Background: an optimization exercise with open tools, aiming at small area and a short achievable clock period. Do not read the settings as production practice.
RTL that was checked went through simulation tests only; none was proved equivalent to the original.
The RTL of run 1 was laid out without a check of its function.

## flow/design.v (module list and top-level ports; edited modules follow where they fit)
// module mas_ripple_carry_adder_4b: 18 lines
// module mas_ripple_carry_adder_8b: 27 lines
// module mas_ripple_carry_adder_16b: 27 lines
// module mas_ripple_carry_adder_32b: 27 lines
// module mas_mul_vedic_2x2: 10 lines
// module mas_mul_vedic_4x4: 46 lines
// module mas_mul_vedic_8x8: 46 lines
// module mas_mul_vedic_16x16: 46 lines
// module mas_mul_vedic_32x32: 2136 lines
// module mas_mul_fa: 4 lines
// module mas_mul_ha: 4 lines
// module mas_mul_bsel: 3 lines
// module mas_mul_bseli: 3 lines
module mas_mul_vedic_32x32 (
  input               clk,
  input               rstn,
  input        [31:0] in1,
  input        [31:0] in2,
  output logic [63:0] res
);
  // ...
==> flow/flow/run.sh <==
#!/bin/bash
# The standard layout, with plain buffers (not delay cells) on the ports.
export BUFFER_PORTS_ARGS="-buffer_cell sky130_fd_sc_hd__buf_2"
bash standard.sh > standard.log 2>&1
==> flow/standard.sh <==
#!/bin/bash
# synth_recipe.tcl (not shown) runs the flow's synth.tcl, then flattens the netlist and writes it again
# the make line also repeats each setting of config.mk as NAME=value (left out here)
make -C /OpenROAD-flow-scripts/flow DESIGN_CONFIG=/design/flow/config.mk WORK_HOME=/design/flow/orfs CLKGATE_MAP_FILE= SYNTH_SCRIPT=/design/flow/synth_recipe.tcl "${@:-finish}"
==> flow/config.mk <==
export PLATFORM = sky130hd
export DESIGN_NAME = mas_mul_vedic_32x32
export DESIGN_NICKNAME = mas_mul_vedic_32x32
export VERILOG_FILES = /design/flow/design.v
export SDC_FILE = /design/flow/constraint.sdc
export NUM_CORES = 4
export LEC_CHECK = 0
export ABC_AREA = 1
export CAP_MARGIN = 60
export CORE_MARGIN = 2
export CORE_UTILIZATION = 45
export SLEW_MARGIN = 60
export SYNTH_HIERARCHICAL = 1
==> flow/constraint.sdc <==
create_clock -name core_clock -period 25.0 [get_ports {clk}]
set_input_delay 5.0000 -clock core_clock [delete_from_list [all_inputs] [get_ports {clk}]]
set_output_delay 5.0000 -clock core_clock [all_outputs]
set_load 0.01 [all_outputs]
==> impl_metrics.csv, run 1 <==
group,metric,value,unit
cells_and_area,layout_common_cells,"xor2_1 (531), o22ai_1 (496), fa_1 (485)",
cells_and_area,seq_share,0.105,
floorplan,die_w,248,um
critical_path,r2r_end,"res[33]",
placement,portBuffers,129,
hold_path,min_path_cells,3,
detailed_routing,viasPerCell,6.29,
flow_run,max_cap_viol_count,0,
critical_path,cp_max_fo,33,
sta,fin_crit_sh,0.243,
critical_path,critPathLaunchType,"flip-flop",
cells_and_area,layout.nets,3479,
cells_and_area,multi_input_area_share,0.779,
detailed_routing,drtAntennaViolNets,0,
cells_and_area,nonClockBufferCount,196,
critical_path,cp_common_cell,"fa_1",
yosys,yosysSeqAreaShare,0.108,
sta,holdWs,0.846,ns
grt,grt_pass1_vias,24500,
clock_tree,cts_buffer_depth,2,
cells_and_area,inverters_excl_clock,136,
yosys,synth.most_common_cell,"xor2_1",
critical_path,r2r_slack,18.91,ns
run_status,status,"no timing/DRC/antenna violations",
clock_tree,cts_made_buffers,17,
==> inputs of run 2 (changes only) <==
--- a/flow/design.v
+++ b/flow/design.v
@@ -252,18 +252,19 @@
   input        [31:0] in2,
   output logic [63:0] res
 );
 wire  [63:0] p;
 wire  [15:0] eone, etwo, eneg;
 logic [15:0] bone, btwo, bneg;    
 logic        nb31;                
 logic [31:0] na;                  
-always_ff @(posedge clk) begin
-  res <= p & {64{rstn}};
+always_ff @(posedge clk, negedge rstn) begin
+  if (!rstn) res <= '0;
+  else       res <= p;
 end
 always_ff @(posedge clk) begin
   na <= ~(in1 & {32{rstn}});
 end
 always_ff @(posedge clk) begin
   bone <= eone;
   btwo <= etwo;
   bneg <= eneg;
==> flow/config.mk (replaced) <==
export PLATFORM = sky130hd
export DESIGN_NAME = mas_mul_vedic_32x32
export DESIGN_NICKNAME = mas_mul_vedic_32x32
export VERILOG_FILES = /design/flow/design.v
export SDC_FILE = /design/flow/constraint.sdc
export NUM_CORES = 4
export LEC_CHECK = 0
export ABC_AREA = 1
export CAP_MARGIN = 50
export CORE_MARGIN = 2
export CORE_UTILIZATION = 55
export SLEW_MARGIN = 50
export SYNTH_HIERARCHICAL = 1
==> run 2 against run 1 <==
  * Largest cell class unchanged
  * Die area decreased by 18%
  * Still clean on timing, DRC and antenna
  * Utilization increased by 11 points
  * Final cell count fell by 5.2%
==> impl_metrics.csv, run 2 <==
group,metric,value,unit
grt,grt_pass1_vias,22900,
sta,holdWs,0.915,ns
yosys,yosysSeqAreaShare,0.120,
critical_path,rr_startpoint,"bneg[3]",
yosys,synth_cell_types,36,
critical_path,cpPeakStageDelay,0.61,ns
clock_tree,insertion_delay,0.52,ns
yosys,synth.largest_area_cell,"fa_1",
yosys,synth_compound_area_frac,0.135,
hold_path,hold_end,"res[0]",
yosys,synth_common_cells,"xor2_1 (546), o22ai_1 (496), fa_1 (485)",
clock_tree,cts_root_buf,"clkbuf_16",
cells_and_area,final_util,0.591,
detailed_routing,num_vias,22000,
sta,min_period,6.07,ns
sta,tightest_slew,0.750,ns
clock_tree,cts_made_buffers,17,
yosys,synth-edff-count,0,
placement,dp_slack,18.94,ns
critical_path,worst_setup_path_end_kind,"flip-flop",
placement,dp_hpwl,56.8,mm
flow_run,max_cap_viol_count,0,
floorplan,pin_count,130,
yosys,syn_area,26800,um2
hold_path,worst_hold_path_type,"reg -> reg",
run_status,status,"no timing/DRC/antenna violations",
grt,grt_util_all_layers,0.352,
sta,setup_ws,18.93,ns
detailed_routing,drc,0,
floorplan,core_area,47900,um2
yosys,synth_mux_area_frac,0,
critical_path,cp.required,25.37,ns
clock_tree,cts.htree.levels,4,
placement,placed_cells,3384,
floorplan,die_w,225,um
sta,relSlewSlack,0.500,
floorplan,start_util,0.560,
sta,setup_viol,0,
grt,overflow,0,
grt,grt_max_degree,47,
yosys,yosys.area_share.adder,0.410,
cells_and_area,regMostFlops,"res",
yosys,async_reset_ff_frac,0.441,
yosys,syn_avg_cell_area,9.36,um2
cells_and_area,top_regs,"res (64), na (32)",
hold_path,min_from,"bneg[0]",
yosys,netlist_top_cells_area,"fa_1 (36%), xor2_1 (18%), o22ai_1 (12%)",
critical_path,cp_common_cell,"fa_1",
clock_tree,clkSinkCount,145,
floorplan,die_y,225,um
placement,portBuffers,129,
yosys,yosysWarningCount,7,
sta,hold_viol,0,
critical_path,cp_max_fo,35,
critical_path,cp_slowest_cell,"fa_1",
critical_path,reg2regPathDepth,16,
cells_and_area,layout.nets,3445,
yosys,synth.most_common_cell,"xor2_1",
sta,clock.fmax,0.165,GHz
clock_tree,holdBufCountCts,0,
clock_tree,cts_tree,"built",
yosys,synth_cells,2866,
placement,gp_congestion,0.870,
detailed_routing,first_iter_violations,2228,
clock_tree,ctsResizeCount,0,
cells_and_area,design_area,28300,um2
critical_path,r2r_slack,18.93,ns
yosys,synthFlopType,"dfxtp_1",
cells_and_area,layout_common_cells,"xor2_1 (546), o22ai_1 (496), fa_1 (485)",
floorplan,dieArea,50600,um2
sta,skew,0.0261,ns
cells_and_area,area_delta_synth_final,5.62,%
yosys,netlist.area_leader.share,0.362,
critical_path,critPathLaunchType,"flip-flop",
clock_tree,postCtsSetupBuffers,0,
hold_path,min_path_cells,2,
clock_tree,path_clk_slew,0.07,ns
detailed_routing,drt_wl_total,86.3,mm
yosys,ys_seq_elements,145,
critical_path,crit_chain,"buf_4 -> xor2_1 -> fa_1 -> fa_1 -> fa_1 -> fa_1 -> fa_1 -> fa_1 -> ha_1 -> nand2_1 -> nor2_1 -> nand2_1 -> nor2_1 -> nand2_2 -> nand2_4 -> fa_1",
detailed_routing,dr.pass1.iters,6,
yosys,synth_simple_gate_area_share,0.0857,
cells_and_area,largest_register_ff_count,64,
clock_tree,cts_buffer_depth,2,
critical_path,path_class,"reg -> reg",
sta,fin_crit_sh,0.243,
floorplan,rows,80,
critical_path,r2r_end,"res[32]",
critical_path,worstPathArrival,6.44,ns
sta,tns,0,ns
cells_and_area,fill_cells,4213,
yosys,synth_top_family_by_area,"adder cells",
detailed_routing,drtAntennaViolNets,0,
yosys,synthXorXnorAreaFrac,0.184,
detailed_routing,post_drt_wl_per_cell,25.2,um
cells_and_area,final_cells,3421,
placement,place_area,27600,um2
sta,rsz0062_at_grt,"false",
grt,antenna_found_initial,4,
grt,grt_pass1_wl,134,mm
sta,final-max-slew-violation-count,0,
cells_and_area,layout_commonest_cell,"xor2_1",
cells_and_area,drive_gt1_frac,0.122,
detailed_routing,viasPerCell,6.42,
==> run 2: cell count changes after synthesis, moves of 8 or more <==
cell	before	now
nand2_1	228	295
dfrtp_1	0	64
dfxtp_1	145	81
a21oi_1	108	61
nor2_1	188	142
xor2_1	531	546
nand3_1	39	51
o21ai_0	12	1
nand2_2	22	32
nand2_4	12	3
nand3_2	8	0
==> run 2: how the worst max path moves through the flow <==
stage | start | to | slack (ns) | cells after the start
after floorplan | rstn | na[0] | 19.57 | 2
after global placement | rstn | na[12] | 18.99 | 3
after detailed placement | rstn | na[11] | 18.94 | 3
after CTS | res[62] | res[62] | 18.93 | 1
after global routing | bneg[0] | res[51] | 18.67 | 18
final | bneg[3] | res[32] | 18.93 | 16
==> run 2: modules after synthesis, one instance, submodules excluded <==
module	times used	cell area [um2]
mas_mul_vedic_32x32	1	16700
mas_mul_ha	41	12.5
mas_mul_fa	480	20.0
==> run 2: cell families after synthesis <==
logic type / after synthesis
adder cells (fa/ha/maj): 589
XOR/XNOR: 565
AND/OR/NAND/NOR: 550
other: 1
buffers and inverters: 431
AO/OA/AOI/OAI: 585
flip-flops: 145
==> run 2: cell type report <==
| cell class | instances | area (um2) | share of cell area |
|---|---|---|---|
| inverter | 131 | 492 | 0.0173 |
| clock buffer | 19 | 464 | 0.0164 |
| antenna | 3 | 7.51 | 0.000265 |
| multi-input combinational | 2300 | 21900 | 0.774 |
| clock inverter | 13 | 159 | 0.00561 |
| tap | 615 | 769 | 0.0271 |
| timing repair buffer | 195 | 1190 | 0.0420 |
| sequential | 145 | 3330 | 0.117 |
==> run 2: layer usage <==
metal / vias up / GRT usage / routed length [um]
met5: - / 0 / 12
met2: 1409 / 0.540 / 39400
met3: 274 / 0.0941 / 9010
li1: 9348 / - / -
met1: 10900 / 0.473 / 34500
met4: 2 / 0.147 / 3420
==> run 2: worst max-delay path, delay by kind of cell (launching register included) <==
kind	cells	cell delay [ns]
buffers and inverters	1	0.55
adders and majority gates	8	3.81
DFF	1	0.31
xor gates and xnor gates	1	0.28
and+or+nand+nor	6	0.90
==> inputs of run 3 (changes only) <==
--- a/flow/config.mk
+++ b/flow/config.mk
@@ -8,6 +8,8 @@
 export ABC_AREA = 1
-export CAP_MARGIN = 50
+export CAP_MARGIN = 60
 export CORE_MARGIN = 2
 export CORE_UTILIZATION = 55
-export SLEW_MARGIN = 50
+export CTS_CLUSTER_DIAMETER = 150
+export CTS_CLUSTER_SIZE = 36
+export SLEW_MARGIN = 60
 export SYNTH_HIERARCHICAL = 1
==> run 3 against run 2 <==
  * Area after synthesis is the same
  * Synthesized cell count unchanged
  * Clock skew fell by 0.0011 ns
  * Critical path type unchanged
==> impl_metrics.csv, run 3 <==
group,metric,value,unit
placement,place_area,27700,um2
clock_tree,holdBufCountCts,0,
clock_tree,path_clk_slew,0.07,ns
placement,placed_cells,3384,
yosys,synthFlopType,"dfxtp_1",
yosys,synth_common_cells,"xor2_1 (546), o22ai_1 (496), fa_1 (485)",
yosys,syn_avg_cell_area,9.36,um2
run_status,status,"no timing/DRC/antenna violations",
sta,rsz0062_at_grt,"false",
clock_tree,cts_made_buffers,17,
cells_and_area,largest_register_ff_count,64,
floorplan,die_w,225,um
detailed_routing,num_vias,22100,
yosys,synth.largest_area_cell,"fa_1",
floorplan,core_area,47900,um2
clock_tree,cts_buffer_depth,2,
yosys,syn_area,26800,um2
sta,setup_viol,0,
cells_and_area,top_regs,"res (64), na (32)",
sta,hold_viol,0,
flow_run,max_cap_viol_count,0,
detailed_routing,first_iter_violations,2335,
yosys,synth-edff-count,0,
floorplan,pin_count,130,
clock_tree,clkSinkCount,145,
yosys,yosysWarningCount,7,
detailed_routing,drt_wl_total,86.6,mm
cells_and_area,layout.nets,3443,
floorplan,dieArea,50600,um2
yosys,netlist_top_cells_area,"fa_1 (36%), xor2_1 (18%), o22ai_1 (12%)",
detailed_routing,post_drt_wl_per_cell,25.3,um
cells_and_area,layout_common_cells,"xor2_1 (546), o22ai_1 (496), fa_1 (485)",
yosys,ys_seq_elements,145,
yosys,async_reset_ff_frac,0.441,
placement,gp_congestion,0.870,
sta,tns,0,ns
cells_and_area,design_area,28400,um2
critical_path,worst_setup_path_end_kind,"flip-flop",
sta,min_period,6.06,ns
floorplan,die_y,225,um
detailed_routing,viasPerCell,6.46,
yosys,synth_compound_area_frac,0.135,
detailed_routing,drc,0,
yosys,netlist.area_leader.share,0.362,
grt,grt_util_all_layers,0.351,
yosys,yosys.area_share.adder,0.410,
floorplan,start_util,0.560,
cells_and_area,final_cells,3419,
hold_path,worst_hold_path_type,"reg -> reg",
yosys,synth_mux_area_frac,0,
sta,relSlewSlack,0.590,
grt,grt_pass1_wl,134,mm
critical_path,cp_max_fo,33,
cells_and_area,regArea,3330,um2
placement,dp_slack,18.97,ns
sta,clock.fmax,0.165,GHz
critical_path,path_class,"reg -> reg",
clock_tree,ctsResizeCount,0,
cells_and_area,regMostFlops,"res",
critical_path,cp.required,25.37,ns
critical_path,worstPathArrival,6.42,ns
yosys,synthXorXnorAreaFrac,0.184,
clock_tree,insertion_delay,0.52,ns
clock_tree,postCtsSetupBuffers,0,
sta,skew,0.0250,ns
sta,tightest_slew,0.615,ns
clock_tree,cts_root_buf,"clkbuf_16",
placement,portBuffers,129,
floorplan,rows,80,
placement,dp_hpwl,56.6,mm
cells_and_area,layout_commonest_cell,"xor2_1",
yosys,synth_top_family_by_area,"adder cells",
grt,grt_max_degree,47,
sta,final-max-slew-violation-count,0,
detailed_routing,dr.pass1.iters,6,
yosys,synth_simple_gate_area_share,0.0857,
cells_and_area,drive_gt1_frac,0.121,
detailed_routing,drtAntennaViolNets,0,
grt,overflow,0,
critical_path,critPathLaunchType,"flip-flop",
yosys,synth.most_common_cell,"xor2_1",
cells_and_area,multi_input_area,21900,um2
yosys,synth_cell_types,36,
cells_and_area,fill_cells,4113,
yosys,yosysSeqAreaShare,0.120,
clock_tree,cts_tree,"built",
yosys,synth_cells,2866,
clock_tree,cts.htree.levels,4,
sta,setup_ws,18.94,ns
sta,fin_crit_sh,0.242,
grt,antenna_found_initial,5,
cells_and_area,area_delta_synth_final,5.65,%
grt,grt_pass1_vias,23000,
## run 3: cell counts after synthesis
No cell type changed its count.
## run 3: path summary, 6_finish.rpt
path / start / endpoint / slack (ns) / depth (start not counted)
setup / recovery: na[20] / res[32] / 18.94 / 17
hold / removal: bneg[0] / res[0] / 0.81 / 2
setup reg to reg: na[20] / res[32] / 18.94 / 17
hold reg to reg: bneg[0] / res[0] / 0.81 / 2
max in group asynchronous: rstn / res[55] / 20.00 / 2
min in group asynchronous: rstn / res[29] / 4.33 / 1
## run 3: worst max-delay path, cell delays in order (launching register included)
cell     delay [ns]
dfxtp_1        0.31
buf_4          0.43
o22ai_1        0.20
xor2_1         0.20
fa_1           0.46
fa_1           0.65
fa_1           0.48
fa_1           0.41
fa_1           0.51
fa_1           0.46
ha_1           0.34
nand2_1        0.09
nor2_1         0.14
nand2_1        0.06
nor2_1         0.12
nand2_2        0.09
nand2_4        0.39
fa_1           0.52
## run 3: per-module statistics from Yosys, one instance, submodules excluded
| module | flip-flops and latches | cells |
|---|---|---|
| mas_mul_vedic_32x32 | 145 | 2345 |
| mas_mul_fa | 0 | 1 |
| mas_mul_ha | 0 | 1 |
## run 3: cells by family (layout without fill, tap and decap cells)
group,count (synthesis),in the layout
flip-flops,145,145
AND/OR/NAND/NOR,550,550
AO/OA/AOI/OAI,585,585
buffers and inverters,431,356
other,1,14
XOR/XNOR,565,565
adder cells (fa/ha/maj),589,589
## run 3: layer usage
metal	GRT usage	wire length [um]	vias up
met5	0	13	-
met4	0.167	3810	2
met3	0.0956	9490	280
met2	0.530	39100	1429
met1	0.471	34200	11000
li1	-	-	9355
## run 3: area by class of cell
cell class | count | share of cell area
Multi-Input combinational cell | 2300 | 0.774
Sequential cell | 145 | 0.117
Timing Repair Buffer | 193 | 0.0421
Tap cell | 615 | 0.0271
Inverter | 131 | 0.0173
Clock buffer | 19 | 0.0168
Clock inverter | 13 | 0.00543
Antenna cell | 3 | 0.000265
## run 3: through the flow
step                      hold WS [ns]  utilization
after floorplan                  0.543            -
after global placement           0.887        0.576
after detailed placement         0.884        0.578
after CTS                        0.906        0.591
after global routing             0.834        0.591
final                            0.806        0.591
==> inputs of run 4 (changes only) <==
==> flow/flow/run.sh (replaced) <==
#!/bin/bash
# The standard layout, with plain buffers (not delay cells) on the ports.
export BUFFER_PORTS_ARGS="-buffer_cell sky130_fd_sc_hd__buf_1"
bash standard.sh > standard.log 2>&1
--- a/flow/config.mk
+++ b/flow/config.mk
@@ -11,4 +11,2 @@
 export CORE_UTILIZATION = 55
-export CTS_CLUSTER_DIAMETER = 150
-export CTS_CLUSTER_SIZE = 36
 export SLEW_MARGIN = 60
==> run 4 against run 3 <==
  * Critical path depth is 2 higher
  * Fmax is 0.69% lower
  * Worst hold slack better by 0.0059 ns
  * Setup slack worse by 0.042 ns
  * Non-clock buffer count is 2 higher
  * Largest cell class unchanged
==> impl_metrics.csv, run 4 <==
group,metric,value,unit
hold_path,worst_hold_path_type,"reg -> reg",
yosys,ys_seq_elements,145,
sta,rsz0062_at_grt,"false",
critical_path,path_class,"reg -> reg",
clock_tree,postCtsSetupBuffers,0,
flow_run,max_cap_viol_count,0,
clock_tree,cts_buffer_depth,2,
floorplan,dieArea,50600,um2
sta,skew,0.0154,ns
detailed_routing,dr.pass1.iters,6,
critical_path,r2r_end,"res[60]",
cells_and_area,fill_cells,4202,
sta,min_period,6.10,ns
detailed_routing,drt_wl_total,87.0,mm
detailed_routing,drtAntennaViolNets,0,
grt,grt_util_all_layers,0.354,
grt,grt_pass1_wl,135,mm
yosys,async_reset_ff_frac,0.441,
placement,portBuffers,129,
cells_and_area,final_util,0.588,
floorplan,rows,80,
sta,tns,0,ns
clock_tree,insertion_delay,0.49,ns
yosys,synth.largest_area_cell,"fa_1",
sta,tightest_slew,0.617,ns
critical_path,setup.worst_path.start,"btwo[10]",
yosys,netlist_top_cells_area,"fa_1 (36%), xor2_1 (18%), o22ai_1 (12%)",
yosys,yosysWarningCount,7,
critical_path,rr_startpoint,"btwo[10]",
clock_tree,path_clk_slew,0.07,ns
detailed_routing,post_drt_wl_per_cell,25.5,um
placement,dp_hpwl,55.8,mm
clock_tree,holdBufCountCts,0,
clock_tree,cts.htree.levels,4,
clock_tree,ctsResizeCount,0,
cells_and_area,layout_commonest_cell,"xor2_1",
yosys,syn_area,26800,um2
sta,setup_viol,0,
cells_and_area,layout_common_cells,"xor2_1 (546), o22ai_1 (496), fa_1 (485)",
sta,fin_crit_sh,0.244,
critical_path,cp_max_fo,18,
cells_and_area,layout.nets,3445,
run_status,status,"no timing/DRC/antenna violations",
clock_tree,clkSinkCount,145,
cells_and_area,largest_register_ff_count,64,
cells_and_area,top_regs,"res (64), na (32)",
sta,hold_viol,0,
detailed_routing,first_iter_violations,2265,
yosys,synth_common_cells,"xor2_1 (546), o22ai_1 (496), fa_1 (485)",
critical_path,worst_setup_path_end_kind,"flip-flop",
yosys,synth.most_common_cell,"xor2_1",
yosys,synth_cell_types,36,
placement,place_area,27600,um2
cells_and_area,drive_gt1_frac,0.0756,
yosys,netlist.area_leader.share,0.362,
sta,relSlewSlack,0.588,
clock_tree,cts_made_buffers,17,
cells_and_area,regMostFlops,"res",
critical_path,r2r_slack,18.90,ns
detailed_routing,drc,0,
cells_and_area,area_delta_synth_final,5.01,%
clock_tree,cts_root_buf,"clkbuf_16",
grt,grt_max_degree,58,
critical_path,worstPathArrival,6.48,ns
placement,gp_congestion,0.855,
grt,grt_pass1_vias,23500,
yosys,yosysSeqAreaShare,0.120,
floorplan,pin_count,130,
sta,clock.fmax,0.164,GHz
yosys,syn_avg_cell_area,9.36,um2
floorplan,start_util,0.560,
yosys,synth-edff-count,0,
grt,antenna_found_initial,4,
floorplan,core_area,47900,um2
detailed_routing,viasPerCell,6.54,
yosys,synthFlopType,"dfxtp_1",
floorplan,die_w,225,um
sta,final-max-slew-violation-count,0,
critical_path,cp.required,25.38,ns
cells_and_area,design_area,28200,um2
critical_path,crit_path_end,"res[60]",
critical_path,critPathLaunchType,"flip-flop",
floorplan,die_y,225,um
yosys,synth_cells,2866,
grt,overflow,0,
detailed_routing,num_vias,22400,
critical_path,reg2regPathDepth,19,
clock_tree,cts_tree,"built",
-- run 4: worst min path at each step --
stage	to	slack [ns]	cells after the start	startpoint
finish	res[0]	0.81	2	bneg[0]
global route	res[0]	0.83	2	bneg[0]
CTS	res[0]	0.91	2	bneg[0]
detailed placement	res[0]	0.89	2	bneg[0]
global placement	res[0]	0.89	2	bneg[0]
floorplan	res[0]	0.54	2	bneg[0]
-- run 4: critical path: stages (launching register included) --
cell and delay, ns:
dfxtp_2 0.66, buf_4 0.40, o22ai_1 0.14, xor2_1 0.20, fa_1 0.43, fa_1 0.49, fa_1 0.52, fa_1 0.44
fa_1 0.52, fa_1 0.41, ha_1 0.35, nand2_1 0.10, nor2_2 0.21, nand2_2 0.21, nor3_2 0.30, nand2_1 0.22
nor2_1 0.16, nand2_2 0.07, nand3_1 0.07, nand2_1 0.06
-- run 4: kinds of logic after synthesis --
| logic type | Yosys count | share of synthesized area |
|---|---|---|
| and+or+nand+nor | 550 | 0.0857 |
| AOI/OAI and AO/OA | 585 | 0.135 |
| buffers and inverters | 431 | 0.0640 |
| xor gates and xnor gates | 565 | 0.184 |
| adders and majority gates | 589 | 0.410 |
| DFF | 145 | 0.120 |
| other | 1 | 0.000140 |
-- run 4: final cells by class --
class	instances	area, um2	area share
multi-input cells	2300	21900	0.778
clock buffers	17	425	0.0151
flip-flops and latches	145	3330	0.118
inverters	131	492	0.0174
well taps	615	769	0.0273
repair buffers	195	1070	0.0379
clock inverters	15	161	0.00573
diodes	2	5.00	0.000178
-- run 4: Yosys stat by module, one instance, submodules excluded --
| module | copies in the design | cell area, um2 | cells inside |
|---|---|---|---|
| mas_mul_vedic_32x32 | 1 | 16700 | 2345 |
| mas_mul_fa | 480 | 20.0 | 1 |
| mas_mul_ha | 41 | 12.5 | 1 |
-- run 4: through the flow --
stage | std cells | hold slack (ns) | worst slack [ns]
3_3_place_gp | 3384 | 0.891 | 18.53
5_1_grt | 3418 | 0.834 | 18.74
3_5_place_dp | 3385 | 0.886 | 18.75
6_report | 3420 | 0.812 | 18.90
2_1_floorplan | 2876 | 0.543 | 19.57
4_1_cts | 3417 | 0.907 | 18.90
-- run 4: metal layers --
metal  wire length, um  vias up  share of wire  GRT usage
met5                26        -        0.00030          0
met1             34900    11200           0.40      0.481
li1                  -     9355              -          -
met4              3800        4          0.044      0.160
met3              9540      311           0.11     0.0930
met2             38800     1493           0.45      0.533

## port drivers added, routing unchanged
In the flow no input, the clock included, has a driving cell. The finished layouts below were timed again as built, in two steps.
Step 1: set_driving_cell puts a clkbuf_16 on clk and a buf_2 on each other input, an assumption about the parent block.
Step 2, shift: input delay + t, output delay - t, t = (earliest + latest rising clock arrival at the registers) / 2. This alone moves slack from input paths to output paths.
a / b / c = no drivers / after step 1 / after step 2; a / b = the first two.
run	t, ns	setup slack, ns	worst setup path at the end	worst slew at a driven data input, ns
run 1	0.554	18.914 / 18.868 / 18.914	register to register	0.05
run 2	0.561	18.929 / 18.919 / 18.929	register to register	0.07
run 3	0.562	18.944 / 18.909 / 18.944	register to register	0.07
run 4	0.544	18.902 / 18.860 / 18.790	input to register	0.09
After both steps every run listed still meets setup and hold. For run 4, which loses most, drivers alone change the setup slack by -0.042 ns; drivers and shift together by -0.112 ns.
